Source: an optimization exercise on an open RTL-to-GDS flow (aim: small area). Production flows keep margins and buffers that such runs may drop.
The RTL was checked by simulation tests, not by an equivalence proof against the original design.

==> inputs of 10-13 <==
Design cic, start of the top module:
module cic (
    i_clk,
    i_reset,
    i_data,
    i_ready,
    o_data,
    o_ready
    );
    parameter IW = 2, OW = 128, R = 100, M = 10;
    localparam W  = 69;             
    localparam L  = 36;             
    localparam H  = W - L;          
    localparam D  = 14, P = 5;      
    localparam WR = D * P;          
    input  wire i_clk, i_reset;
    input  wire signed [(IW-1):0] i_data;
    input  wire i_ready;
    output wire signed [(OW-1):0] o_data;
    output reg  o_ready;
    wire g = i_ready & ~i_reset;
    reg  [6:0] cnt;
    wire first = (cnt == 7'd0);
    wire last  = (cnt == R - 1);
    always @(posedge i_clk) begin
        if (i_reset)
            cnt <= 7'd0;
        else if (g)
            cnt <= last ? 7'd0 : cnt + 7'd1;
    end
    reg gd, fd, ld, xgd;
    always @(posedge i_clk) begin
        gd  <= g;
        fd  <= g & first;
        ld  <= g & last;
        xgd <= g & i_data[IW-1];
    end
    reg  [L-1:0] lo [1:M];
    reg  [H-1:0] hi [1:M];
    reg  [M:1]   cy;
    wire [L-1:0] nlo [1:M];
    wire [H-1:0] nhi [1:M];
    wire [M:1]   co;
    genvar k;
    generate
        for (k = 1; k <= M; k = k + 1) begin : integ
            localparam NEG = (k % 2 == 0);
            wire [L-1:0] a_lo, b_lo;
            wire [H-1:0] a_hi, b_hi;
            if (k == M) begin : dump           
                assign a_lo = lo[k] | {L{g & first}};
                assign a_hi = hi[k] | {H{fd}};
            end else begin : keep
                assign a_lo = lo[k];
                assign a_hi = hi[k];
            end
            if (k == 1) begin : in_
                assign b_lo = {{(L-1){g & i_data[IW-1]}}, g & i_data[0]};
                assign b_hi = {H{xgd}};
            end else if (NEG) begin : neg_
  ...
==> module cic_fa, before the edit <==
module cic_fa (
    input  wire a,
    input  wire b,
    input  wire c,
    output wire s,
    output wire co
    );
    assign s  = a ^ b ^ c;
    assign co = (a & b) | (c & (a ^ b));
endmodule
==> module cic_rca, before the edit <==
module cic_rca #(parameter W = 8) (
    input  wire [W-1:0] a,
    input  wire [W-1:0] b,
    input  wire         ci,
    output wire [W-1:0] s,
    output wire         co
    );
    wire [W:0] c;
    assign c[0] = ci;
    genvar i;
    generate
        for (i = 0; i < W; i = i + 1) begin : bit_
            cic_fa fa (.a(a[i]), .b(b[i]), .c(c[i]), .s(s[i]), .co(c[i+1]));
        end
    endgenerate
    assign co = c[W];
endmodule
==> module cic, before the edit <==
module cic (
    i_clk,
    i_reset,
    i_data,
    i_ready,
    o_data,
    o_ready
    );
    parameter IW = 2, OW = 128, R = 100, M = 10;
    localparam W  = 69;             
    localparam L  = 36;             
    localparam H  = W - L;          
    localparam D  = 14, P = 5;      
    localparam WR = D * P;          
    input  wire i_clk, i_reset;
    input  wire signed [(IW-1):0] i_data;
    input  wire i_ready;
    output wire signed [(OW-1):0] o_data;
    output reg  o_ready;
    wire g = i_ready & ~i_reset;
    reg  [6:0] cnt;
    wire first = (cnt == 7'd0);
    wire last  = (cnt == R - 1);
    always @(posedge i_clk) begin
        if (i_reset)
            cnt <= 7'd0;
        else if (g)
            cnt <= last ? 7'd0 : cnt + 7'd1;
    end
    reg gd, fd, ld, xgd;
    always @(posedge i_clk) begin
        gd  <= g;
        fd  <= g & first;
        ld  <= g & last;
        xgd <= g & i_data[IW-1];
    end
    reg  [L-1:0] lo [1:M];
    reg  [H-1:0] hi [1:M];
    reg  [M:1]   cy;
    wire [L-1:0] nlo [1:M];
    wire [H-1:0] nhi [1:M];
    wire [M:1]   co;
    genvar k;
    generate
        for (k = 1; k <= M; k = k + 1) begin : integ
            localparam NEG = (k % 2 == 0);
            wire [L-1:0] a_lo, b_lo;
            wire [H-1:0] a_hi, b_hi;
            if (k == M) begin : dump           
                assign a_lo = lo[k] | {L{g & first}};
                assign a_hi = hi[k] | {H{fd}};
            end else begin : keep
                assign a_lo = lo[k];
                assign a_hi = hi[k];
            end
            if (k == 1) begin : in_
                assign b_lo = {{(L-1){g & i_data[IW-1]}}, g & i_data[0]};
                assign b_hi = {H{xgd}};
            end else if (NEG) begin : neg_
                assign b_lo = ~(nlo[k-1] & {L{g}});
                assign b_hi = ~(nhi[k-1] & {H{gd}});
            end else begin : pos_
                assign b_lo = ~(nlo[k-1] | {L{~g}});
                assign b_hi = ~(nhi[k-1] | {H{~gd}});
            end
            cic_rca #(.W(L)) add_lo (.a(a_lo), .b(b_lo), .ci(NEG ? 1'b1 : 1'b0),
                                     .s(nlo[k]), .co(co[k]));
            cic_rca #(.W(H)) add_hi (.a(a_hi), .b(b_hi), .ci(cy[k]),
                                     .s(nhi[k]), .co());
            always @(posedge i_clk)
                cy[k] <= co[k];
            if (k == M) begin : noreset
                always @(posedge i_clk) begin
                    lo[k] <= nlo[k];
                    hi[k] <= nhi[k];
                end
            end else begin : areset
                always @(posedge i_clk or posedge i_reset) begin
                    if (i_reset) begin
                        lo[k] <= {L{NEG ? 1'b1 : 1'b0}};
                        hi[k] <= {H{NEG ? 1'b1 : 1'b0}};
                    end else begin
                        lo[k] <= nlo[k];
                        hi[k] <= nhi[k];
                    end
                end
            end
        end
    endgenerate
    reg  [2:0] ph;         
    reg        run;        
    reg        pp;         
    reg  [3:0] cp;         
    wire clr   = (cp != 4'd0);
    wire start = (pp | clr) & (ph == 3'd0);
    wire proc  = start | run;
    always @(posedge i_clk) begin
        if (i_reset) begin
            ph  <= 3'd0;
            run <= 1'b0;
            pp  <= 1'b0;
            cp  <= 4'd9;
        end else begin
            ph  <= (ph == P - 1) ? 3'd0 : ph + 3'd1;
            run <= proc & (ph != P - 1);
            if (ld)
                pp <= 1'b1;
            else if (start & ~clr)
                pp <= 1'b0;
            if (proc & (ph == P - 1) & clr)
                cp <= cp - 4'd1;
        end
    end
    reg  [WR-1:0] O;
    wire [D-1:0] cq [1:M];
    assign cq[1] = O[D-1:0] | {D{clr}};    
    wire dig0 = (ph == 3'd0);
    generate
        for (k = 2; k <= M; k = k + 1) begin : comb_
            reg  [WR-1:0] ring;
            reg           ccy;
            wire [D-1:0]  head = ring[D-1:0];
            wire          cco;
            cic_rca #(.W(D)) add (.a(cq[k-1]), .b(head), .ci(ccy & ~dig0),
                                  .s(cq[k]), .co(cco));
            always @(posedge i_clk) begin
                ring <= {(proc ? ~cq[k-1] : head), ring[WR-1:D]};
                ccy  <= cco;
            end
        end
    endgenerate
    always @(posedge i_clk) begin
        if (g & last)
            O[L-1:0] <= nlo[M];
        else if (proc)
            O[L-1:0] <= O[L+D-1:D];
        if (ld)
            O[W-1:L] <= nhi[M];
        else if (proc)
            O[WR-1:L] <= {~cq[M], O[WR-1:L+D]};
    end
    reg [3:0] tm;
    always @(posedge i_clk) begin
        if (i_reset) begin
            tm      <= 4'd0;
            o_ready <= 1'b0;
        end else begin
            o_ready <= (tm == 4'd10);
            if (g & last)
                tm <= 4'd1;
            else if (tm == 4'd10)
                tm <= 4'd0;
            else if (tm != 4'd0)
                tm <= tm + 4'd1;
        end
    end
    assign o_data = {{(OW-W){O[W-1]}}, O[W-1:0]};
endmodule
export LEC_CHECK = 0
export ABC_AREA = 1
export CAP_MARGIN = 20
export CORE_MARGIN = 2
export CORE_UTILIZATION = 60
export CTS_BUF_LIST = sky130_fd_sc_hd__clkbuf_8
export CTS_CLUSTER_DIAMETER = 50
export CTS_CLUSTER_SIZE = 20
export SLEW_MARGIN = 20
export SYNTH_HIERARCHICAL = 1
create_clock -name core_clock -period 36.0 [get_ports {i_clk}]
standard.sh (not shown) runs the stock make flow with config.mk's settings and CLKGATE_MAP_FILE= SYNTH_SCRIPT=/design/flow/synth_recipe.tcl, a recipe that flattens the netlist after the stock synthesis.
==> flow/flow/run.sh <==
#!/bin/bash
# The standard layout (standard.sh: the ORFS flow with the standard
# synthesis), with two changes made through ORFS's own variables:
#  - clock tree synthesis without dummy loads, with clkbuf_8 buffers;
#  - port buffers use buf_1 (every input and output still gets a buffer).
# The full make output goes to standard.log in the work folder; each
# tool's own log is under orfs/logs/.
set -euo pipefail
export CTS_ARGS="-sink_clustering_enable -repair_clock_nets -dont_use_dummy_load -sink_clustering_size 16 -sink_clustering_max_diameter 100 -buf_list sky130_fd_sc_hd__clkbuf_8"
export BUFFER_PORTS_ARGS="-buffer_cell sky130_fd_sc_hd__buf_1"
bash standard.sh > standard.log 2>&1
==> 07-11: changes against 10-13 <==
==> flow/run.sh (new file) <==
#!/bin/bash
# synth_recipe.tcl (not shown) runs the flow's synth.tcl, then flattens the netlist and writes it again
# the make line also repeats each setting of config.mk as NAME=value (left out here)
make -C /OpenROAD-flow-scripts/flow DESIGN_CONFIG=/design/flow/config.mk WORK_HOME=/design/flow/orfs CLKGATE_MAP_FILE= SYNTH_SCRIPT=/design/flow/synth_recipe.tcl finish
removed: flow/flow/run.sh
removed: flow/standard.sh
==> 11-12: changes against 10-13 <==
==> flow/design.v (replaced) <==
/*verilator lint_off UNOPTFLAT*/
module cic_rca #(parameter W = 8) (
    input  wire [W-1:0] a,
    input  wire [W-1:0] b,
    input  wire         ci,
    output wire [W-1:0] s,
    output wire         co
    );
    wire [W:0] c;
    assign c[0] = ci;
    genvar i;
    generate
        for (i = 0; i < W; i = i + 1) begin : bit_
            assign s[i]   = a[i] ^ b[i] ^ c[i];
            assign c[i+1] = (a[i] & b[i]) | (c[i] & (a[i] ^ b[i]));
        end
    endgenerate
    assign co = c[W];
endmodule
/*verilator lint_on UNOPTFLAT*/
module cic_count #(parameter R = 100) (
    input  wire       i_clk,
    input  wire       i_reset,
    input  wire       i_step,
    output wire       o_first,
    output wire       o_last
    );
    reg [6:0] cnt;
    assign o_first = (cnt == 7'd0);
    assign o_last  = (cnt == R - 1);
    always @(posedge i_clk) begin
        if (i_reset)
            cnt <= 7'd0;
        else if (i_step)
            cnt <= o_last ? 7'd0 : cnt + 7'd1;
    end
endmodule
module cic_comb_ring #(parameter D = 14, P = 5) (
    input  wire         i_clk,
    input  wire         i_proc,     
    input  wire         i_first,    
    input  wire [D-1:0] i_data,     
    output wire [D-1:0] o_data      
    );
    reg [D*P-1:0] ring;
    reg           cy;
    wire [D-1:0]  head = ring[D-1:0];
    wire          co;
    cic_rca #(.W(D)) sub (.a(i_data), .b(~head), .ci(cy | i_first), .s(o_data), .co(co));
    always @(posedge i_clk) begin
        ring <= {(i_proc ? i_data : head), ring[D*P-1:D]};
        cy   <= co;
    end
endmodule
module cic (
    i_clk,
    i_reset,
    i_data,
    i_ready,
    o_data,
    o_ready
    );
    parameter IW = 2, OW = 128, R = 100, M = 10;
    localparam W  = 69;             
    localparam L  = 36;             
    localparam H  = W - L;          
    localparam D  = 14, P = 5;      
    localparam WR = D * P;          
    input  wire i_clk, i_reset;
    input  wire signed [(IW-1):0] i_data;
    input  wire i_ready;
    output wire signed [(OW-1):0] o_data;
    output reg  o_ready;
    wire g = i_ready & ~i_reset;
    wire first, last;
    cic_count #(.R(R)) counter (.i_clk(i_clk), .i_reset(i_reset), .i_step(g),
                                .o_first(first), .o_last(last));
    reg gd, rd, fd, ld, xsd;
    always @(posedge i_clk) begin
        gd  <= g;
        rd  <= i_reset;
        fd  <= g & first;
        ld  <= g & last;
        xsd <= i_data[IW-1];
    end
    reg  [L-1:0] lo [1:M];
    reg  [H-1:0] hi [1:M];
    reg  [M:1]   cy;
    wire [L-1:0] nlo [0:M];
    wire [H-1:0] nhi [0:M];
    wire [M:1]   co;
    assign nlo[0] = {{(L-IW){i_data[IW-1]}}, i_data};
    assign nhi[0] = {H{xsd}};
    genvar k;
    generate
        for (k = 1; k <= M; k = k + 1) begin : integ
            wire clr_lo = (k == M) ? (g & first) : i_reset;
            wire clr_hi = (k == M) ? fd : rd;
            wire [L-1:0] a_lo = lo[k] & {L{~clr_lo}};
            wire [L-1:0] b_lo = nlo[k-1] & {L{g}};
            wire [H-1:0] a_hi = hi[k] & {H{~clr_hi}};
            wire [H-1:0] b_hi = nhi[k-1] & {H{gd}};
            cic_rca #(.W(L)) add_lo (.a(a_lo), .b(b_lo), .ci(1'b0),  .s(nlo[k]), .co(co[k]));
            cic_rca #(.W(H)) add_hi (.a(a_hi), .b(b_hi), .ci(cy[k]), .s(nhi[k]), .co());
            always @(posedge i_clk) begin
                lo[k] <= nlo[k];
                hi[k] <= nhi[k];
                cy[k] <= co[k];
            end
        end
    endgenerate
    reg  [2:0] ph;         
    reg        run;        
    reg        pp;         
    reg  [3:0] cp;         
    wire clr   = (cp != 4'd0);
    wire start = (pp | clr) & (ph == 3'd0);
    wire proc  = start | run;
    always @(posedge i_clk) begin
        if (i_reset) begin
            ph  <= 3'd0;
            run <= 1'b0;
            pp  <= 1'b0;
            cp  <= 4'd9;
        end else begin
            ph  <= (ph == P - 1) ? 3'd0 : ph + 3'd1;
            run <= proc & (ph != P - 1);
            if (ld)
                pp <= 1'b1;
            else if (start & ~clr)
                pp <= 1'b0;
            if (proc & (ph == P - 1) & clr)
                cp <= cp - 4'd1;
        end
    end
    reg  [WR-1:0] O;
    wire [D-1:0] cd [1:M];
    assign cd[1] = O[D-1:0] & {D{~clr}};
    generate
        for (k = 2; k <= M; k = k + 1) begin : comb_
            cic_comb_ring #(.D(D), .P(P)) stage (
                .i_clk(i_clk), .i_proc(proc), .i_first(ph == 3'd0),
                .i_data(cd[k-1]), .o_data(cd[k]));
        end
    endgenerate
    always @(posedge i_clk) begin
        if (g & last)
            O[L-1:0] <= nlo[M];
        else if (proc)
            O[L-1:0] <= {O[L+D-1:D]};
        if (ld)
            O[W-1:L] <= nhi[M];
        else if (proc)
            O[WR-1:L] <= {cd[M], O[WR-1:L+D]};
    end
    reg [3:0] tm;
    always @(posedge i_clk) begin
        if (i_reset) begin
            tm      <= 4'd0;
            o_ready <= 1'b0;
        end else begin
            o_ready <= (tm == 4'd10);
            if (g & last)
                tm <= 4'd1;
            else if (tm == 4'd10)
                tm <= 4'd0;
            else if (tm != 4'd0)
                tm <= tm + 4'd1;
        end
    end
    assign o_data = {{(OW-W){O[W-1]}}, O[W-1:0]};
endmodule
==> flow/run.sh (new file) <==
#!/bin/bash
# synth_recipe.tcl (not shown) runs the flow's synth.tcl, then flattens the netlist and writes it again
# the make line also repeats each setting of config.mk as NAME=value (left out here)
make -C /OpenROAD-flow-scripts/flow DESIGN_CONFIG=/design/flow/config.mk WORK_HOME=/design/flow/orfs CLKGATE_MAP_FILE= SYNTH_SCRIPT=/design/flow/synth_recipe.tcl finish
- CORE_UTILIZATION: 60 -> 40
- CTS_BUF_LIST: sky130_fd_sc_hd__clkbuf_8 -> not set
- CTS_CLUSTER_DIAMETER: 50 -> not set
- CTS_CLUSTER_SIZE: 20 -> not set
- SYNTH_HIERARCHICAL: 1 -> not set
removed: flow/flow/run.sh
removed: flow/standard.sh
==> flow_results.org <==
** Final layout
- Number of nets at the end of the flow :: 4638
- Multi-input combinational cell count :: 2082
- Layout cell share with drive strength beyond 1 :: 13.4%
- In the final layout, non-clock buffers account for 1.20% of the cell area.

** Placed design
- HPWL reported at the end of detailed placement :: 63100 um

** Critical path
- Worst reg2reg path startpoint :: lo[1][0]$_DFF_PP0_
- The largest individual stage delay along the critical path comes from the cell sky130_fd_sc_hd__inv_6.
- Critical path's largest stage delay :: 0.72 ns

** Detailed routing
- In this run, the number of DRC markers left after iteration 0 of detailed routing was 1189.
- Total length of routed met2 wires :: 44300 um
- After detailed routing, the average wire length per cell comes to 17.6 um.

** Synthesis
- Post-synthesis cell type count :: 34
- After synthesis the cells add up to 56300 um^2.

** Status
- Run status :: no timing/DRC/antenna violations
That was 10-13.
==> flow_results.org <==
** Critical path
- The largest single stage delay on the critical path is 0.61 ns.
- The largest individual stage delay along the critical path comes from the cell sky130_fd_sc_hd__fa_1.
- In this run the critical register-to-register path is launched from lo[1][0]$_DFF_P_.

** Placed design
- Detailed placement finished with a half-perimeter wire length of 68400 um.

** Final layout
- Non-clock buffering takes up 2.47% of total cell area after layout.
- The post-route netlist has 5.18% of its cells at a drive strength greater than 1.

** Status
- The flow ran to the end and the layout has no timing, DRC or antenna violations.

** Synthesis
- Yosys mapped the design onto 26 distinct sky130hd cell types.

** Detailed routing
- Iteration-0 DRC count of the detailed router :: 1473
That was 11-12.
==> flow_results.org <==
** Detailed routing
- In the final routed layout, each cell accounts on average for 17.4 um.
- The routed design uses 44900 um of met2 wire.
- The first routing iteration left 1337 violations.

** Hold path
- The worst hold path was traced through 0 stages.
- Launch point of the worst hold path :: comb_[6].ring[41]$_DFF_P_

** Floorplanning
- FP Rows :: 112

** Synthesis
- In this run the cell area of the synthesized design comes to 56300 um^2.
- Post-synthesis cell type count :: 34
- The synthesized netlist devotes 7.74% of its cell area to simple gates.

** Final layout
- Multi-input combinational cell count :: 2082
- Layout cell share with drive strength beyond 1 :: 16.1%
- Buffers outside the clock tree occupy 2.51% of the routed design's cell area.
- The net count of the finished layout is 4675.

** Critical path
- Critical path's largest stage delay :: 0.88 ns
- Slowest CP cell :: sky130_fd_sc_hd__clkdlybuf4s50_1

** Global route
- Global routing consumed, on the met2 layer, 32.8% of the routing resources.

** Status
- The run finished with no timing, DRC or antenna violations.
That was 07-11.

==> port drivers added, routing unchanged <==
The flow's constraints put no driver on any port. The routed layouts listed below were extracted and timed again, unchanged, in two steps.
Step 1: set_driving_cell puts a clkbuf_16 on i_clk and a buf_2 on each other input, an assumption about the parent block.
Step 2 moves the port delays by t, midway between the first and last clock arrival at a register: inputs arrive t later, outputs are due t later. That takes back most of the time a late clock gives input paths.
a / b / c = ideal / step 1 / step 2; a / b = the first two.
| run | t, ns | setup slack, ns | hold slack, ns | latest minus earliest clock arrival (ns) |
|---|---|---|---|---|
| 10-13 | 0.807 | 6.177 / 6.216 / 5.409 | 0.307 / 0.307 / 0.307 | 0.064 / 0.064 |
| 07-11 | 0.849 | 6.187 / 6.163 / 5.314 | 0.324 / 0.324 / 0.324 | 0.048 / 0.048 |
| 11-12 | 0.836 | 6.106 / 6.160 / 5.324 | 0.315 / 0.315 / 0.315 | 0.031 / 0.030 |
After both steps every run listed still meets setup and hold. The setup slack of 07-11, which loses most, moves by -0.024 ns with the drivers and by -0.873 ns with both steps.
